Source: an optimization exercise on an open RTL-to-GDS flow (aim: small area and a short achievable clock period). Production flows keep margins and buffers that such runs may drop. RTL that was checked went through simulation tests only; none was proved equivalent to the original. No activity file was given, so power comes from the tool's default toggle rates.

==> inputs of run Z <==
==> flow/design.v <==
module MAC_opt #(
    parameter IN_WIDTH  = 16,
    parameter OUT_WIDTH = 17
)
(
    input  [11:0]          sel,
    input  [7:0]           w1,
    input  [9:0]           w3,
    input  [IN_WIDTH-1:0]  acc_in,
    output [OUT_WIDTH-1:0] acc_out
);
    wire [9:0] m1 = {2'b00, w1};
    wire [9:0] m2 = {1'b0, w1, 1'b0};
    wire [9:0] pp [0:3];
    genvar j;
    generate
        for (j = 0; j < 4; j = j + 1) begin : digit
            assign pp[j] = ({10{sel[3*j]}}   & m1) |
                           ({10{sel[3*j+1]}} & m2) |
                           ({10{sel[3*j+2]}} & w3);
        end
    endgenerate
    assign acc_out = acc_in + pp[0] + (pp[1] << 2) + (pp[2] << 4) + (pp[3] << 6);
endmodule
`timescale 1ns/1ps
module TPU_optimized #(
    parameter DEPTH     = 4,
    parameter BIT_WIDTH = 8,
    parameter ACC_WIDTH = 24
)
(
    input clk,
    input control,
    input [(BIT_WIDTH*DEPTH)-1:0] data_arr,
    input [(BIT_WIDTH*DEPTH)-1:0] wt_arr,
    output [(ACC_WIDTH*DEPTH)-1:0] acc_out
);
    reg [11:0] sel_r [0:3];
    reg [7:0]  w1_r  [0:3];
    reg [9:0]  w3_r  [0:3];
    genvar i, j, k;
    generate
        for (i = 0; i < 4; i = i + 1) begin : row_in
            wire [7:0] d = data_arr[8*i +: 8];
            wire [11:0] sel_d;
            for (j = 0; j < 4; j = j + 1) begin : dig
                wire [1:0] b = d[2*j +: 2];
                assign sel_d[3*j]   = control &  b[0] & ~b[1];
                assign sel_d[3*j+1] = control & ~b[0] &  b[1];
                assign sel_d[3*j+2] = control &  b[0] &  b[1];
            end
            always @(posedge clk) sel_r[i] <= sel_d;
        end
        for (k = 0; k < 4; k = k + 1) begin : col_in
            wire [7:0] w = wt_arr[8*k +: 8];
            always @(posedge clk) begin
                w1_r[k] <= w;
                w3_r[k] <= {2'b00, w} + {1'b0, w, 1'b0};
            end
        end
    endgenerate
    generate
        for (k = 0; k < 4; k = k + 1) begin : col
            reg  [15:0] s1;
            reg  [16:0] s2;
            reg  [17:0] s3;
            reg  [17:0] o;
            wire [15:0] n1;
            wire [16:0] n2;
            wire [17:0] n3, no;
            MAC_opt #(1, 16)  m0 (.sel(sel_r[0]), .w1(w1_r[k]), .w3(w3_r[k]), .acc_in(1'b0), .acc_out(n1));
            MAC_opt #(16, 17) m1 (.sel(sel_r[1]), .w1(w1_r[k]), .w3(w3_r[k]), .acc_in(s1),   .acc_out(n2));
            MAC_opt #(17, 18) m2 (.sel(sel_r[2]), .w1(w1_r[k]), .w3(w3_r[k]), .acc_in(s2),   .acc_out(n3));
            MAC_opt #(18, 18) m3 (.sel(sel_r[3]), .w1(w1_r[k]), .w3(w3_r[k]), .acc_in(s3),   .acc_out(no));
            always @(posedge clk) begin
                s1 <= n1;
                s2 <= n2;
                s3 <= n3;
                o  <= no;
            end
            assign acc_out[ACC_WIDTH*k +: ACC_WIDTH] = {{(ACC_WIDTH-18){1'b0}}, o};
        end
    endgenerate
endmodule
==> flow/run.sh <==
#!/bin/bash
# synth_recipe.tcl (not shown) runs the flow's synth.tcl, then flattens the netlist and writes it again
# the make line also repeats each setting of config.mk as NAME=value (left out here)
make -C /OpenROAD-flow-scripts/flow DESIGN_CONFIG=/design/flow/config.mk WORK_HOME=/design/flow/orfs CLKGATE_MAP_FILE= SYNTH_SCRIPT=/design/flow/synth_recipe.tcl finish
==> flow/config.mk <==
export PLATFORM = sky130hd
export DESIGN_NAME = TPU_optimized
export DESIGN_NICKNAME = TPU_optimized
export VERILOG_FILES = /design/flow/design.v
export SDC_FILE = /design/flow/constraint.sdc
export NUM_CORES = 4
export LEC_CHECK = 0
export CAP_MARGIN = 20
export CORE_MARGIN = 2
export CORE_UTILIZATION = 40
export SLEW_MARGIN = 20
==> flow/constraint.sdc <==
create_clock -name core_clock -period 7.5 [get_ports {clk}]
set_input_delay 1.5000 -clock core_clock [delete_from_list [all_inputs] [get_ports {clk}]]
set_output_delay 1.5000 -clock core_clock [all_outputs]
set_load 0.01 [all_outputs]
==> inputs of run M, as changes to run Z <==
==> flow/design.v (replaced) <==
module MAC_opt #(
    parameter DATA_WIDTH = 8,
    parameter ACC_WIDTH  = 24
)
(
    input                      clk,
    input                      control,
    input                      reset,
    input  [ACC_WIDTH-1:0]     acc_in,
    input  [DATA_WIDTH-1:0]    data_in,
    input  [DATA_WIDTH-1:0]    wt_path_in,
    output reg [ACC_WIDTH-1:0] acc_out,
    output [DATA_WIDTH-1:0]    data_out,
    output [DATA_WIDTH-1:0]    wt_path_out
);
    assign data_out    = data_in;
    assign wt_path_out = wt_path_in;
    always @(posedge clk) begin
        if (reset)
            acc_out <= {ACC_WIDTH{1'b0}};
        else if (control)
            acc_out <= acc_in + (data_in * wt_path_in);
        else
            acc_out <= acc_in;
    end
endmodule
`timescale 1ns/1ps
module TPU_optimized #(
    parameter DEPTH     = 4,
    parameter BIT_WIDTH = 8,
    parameter ACC_WIDTH = 24
)
(
    input clk,
    input control, 
    input [(BIT_WIDTH*DEPTH)-1:0] data_arr,
    input [(BIT_WIDTH*DEPTH)-1:0] wt_arr,
    output reg [(ACC_WIDTH*DEPTH)-1:0] acc_out
);
    wire [BIT_WIDTH-1:0] data_out [0:DEPTH-1][0:DEPTH-1];
    wire [BIT_WIDTH-1:0] wt_out   [0:DEPTH-1][0:DEPTH-1];
    wire [ACC_WIDTH-1:0] acc_temp [0:DEPTH-1][0:DEPTH-1];
    genvar j;
    generate
        for (j = 0; j < DEPTH; j = j + 1) begin : top_row
            if(j == 0) begin : cell_0_0
                MAC_opt #(BIT_WIDTH, ACC_WIDTH) mac_inst (
                    .clk(clk),
                    .control(control),
                    .reset(1'b0),
                    .acc_in({ACC_WIDTH{1'b0}}),
                    .data_in(data_arr[0*BIT_WIDTH +: BIT_WIDTH]),
                    .wt_path_in(wt_arr[0*BIT_WIDTH +: BIT_WIDTH]),
                    .acc_out(acc_temp[0][0]),
                    .data_out(data_out[0][0]),
                    .wt_path_out(wt_out[0][0])
                );
            end else begin : cell_0_j
                MAC_opt #(BIT_WIDTH, ACC_WIDTH) mac_inst (
                    .clk(clk),
                    .control(control),
                    .reset(1'b0),
                    .acc_in({ACC_WIDTH{1'b0}}),
                    .data_in(data_out[0][j-1]),
                    .wt_path_in(wt_arr[j*BIT_WIDTH +: BIT_WIDTH]),
                    .acc_out(acc_temp[0][j]),
                    .data_out(data_out[0][j]),
                    .wt_path_out(wt_out[0][j])
                );
            end
        end
    endgenerate
    genvar i, k;
    generate
        for (i = 1; i < DEPTH; i = i + 1) begin : other_rows
            for (k = 0; k < DEPTH; k = k + 1) begin : col_gen
                if(k == 0) begin : cell_i_0
                    MAC_opt #(BIT_WIDTH, ACC_WIDTH) mac_inst (
                        .clk(clk),
                        .control(control),
                        .reset(1'b0),
                        .acc_in(acc_temp[i-1][0]),
                        .data_in(data_arr[i*BIT_WIDTH +: BIT_WIDTH]),
                        .wt_path_in(wt_out[i-1][0]),
                        .acc_out(acc_temp[i][0]),
                        .data_out(data_out[i][0]),
                        .wt_path_out(wt_out[i][0])
                    );
                end else begin : cell_i_k
                    MAC_opt #(BIT_WIDTH, ACC_WIDTH) mac_inst (
                        .clk(clk),
                        .control(control),
                        .reset(1'b0),
                        .acc_in(acc_temp[i-1][k]),
                        .data_in(data_out[i][k-1]),
                        .wt_path_in(wt_out[i-1][k]),
                        .acc_out(acc_temp[i][k]),
                        .data_out(data_out[i][k]),
                        .wt_path_out(wt_out[i][k])
                    );
                end
            end
        end
    endgenerate
    genvar col;
    generate
        for(col = 0; col < DEPTH; col = col + 1) begin : output_gen
            always @(posedge clk) begin
                acc_out[col*ACC_WIDTH +: ACC_WIDTH] <= acc_temp[DEPTH-1][col];
            end
        end
    endgenerate
endmodule 
==> results.txt <==
Result of the run: run Z timing/DRC/antenna clean; run M timing/DRC/antenna clean
Worst reg-to-reg setup slack: run Z 2.49 ns; run M 4.53 ns
Post-Syn Area: run Z 0.0388 mm²; run M 0.0524 mm²
Detail Route met2 WL: run Z 46,900 µm; run M 55,600 µm
Instance count on the critical path: run Z 17; run M 23
Kind of launch point of the worst setup path: run Z register; run M primary input
Switching power: run Z 6460 µW; run M 11,100 µW
Final core occ: run Z 0.444; run M 0.454
Worst min-delay path endpoint: run Z col[2].s2[0]$_DFF_P_; run M acc_out[76]$_DFF_P_
Port Buffers: run Z 137; run M 141
Power attributed to sequential cells: run Z 3280 µW; run M 3260 µW
CP arrival: run Z 5.55 ns; run M 7.46 ns
Final worst-path setup slack: run Z 2.49 ns; run M 0.565 ns
Clock latency on the worst-skew pair: run Z 0.62 ns; run M 0.60 ns
Headroom to the max-slew limit: run Z 0.248; run M 0.411
Reg2Reg Depth: run Z 17; run M 8
Adder and majority gate portion of the synthesized area: run Z 0.352; run M 0.409
Global Route Usage Sum: run Z 0.206; run M 0.190
DRC marker count from the first detailed-route iteration: run Z 5,090; run M 2,005
Multiplexer area fraction after synthesis: run Z 0; run M 0.0295
Pin count of the biggest net entering global routing: run Z 49; run M 180
Count of sequential standard cells: run Z 392; run M 356
Non-clock inverter total of the final layout: run Z 767; run M 942
No functional check of the RTL was part of run Z.

separate check: timing with driven ports:
How much do the figures lean on ideal ports? The routed layouts below were timed once more, with nothing changed but the port constraints.
Step 1: set_driving_cell puts a clkbuf_16 on clk and a buf_2 on each other input, an assumption about the parent block.
Step 2, shift: input delay + t, output delay - t, t = (earliest + latest rising clock arrival at the registers) / 2. This alone moves slack from input paths to output paths.
Slacks: no drivers / after step 1 / after step 2; pairs: no drivers / after step 1.
run	shift t [ns]	slack for setup (ns)	clock arrival spread, ns
run Z	0.680	2.495 / 2.495 / 2.495	0.027 / 0.026
run M	0.648	0.565 / 0.507 / -0.141	0.022 / 0.022
With both steps, setup timing fails in run M, where it was met with ideal ports. For run M, which loses most, drivers alone change the setup slack by -0.058 ns; drivers and shift together by -0.706 ns.
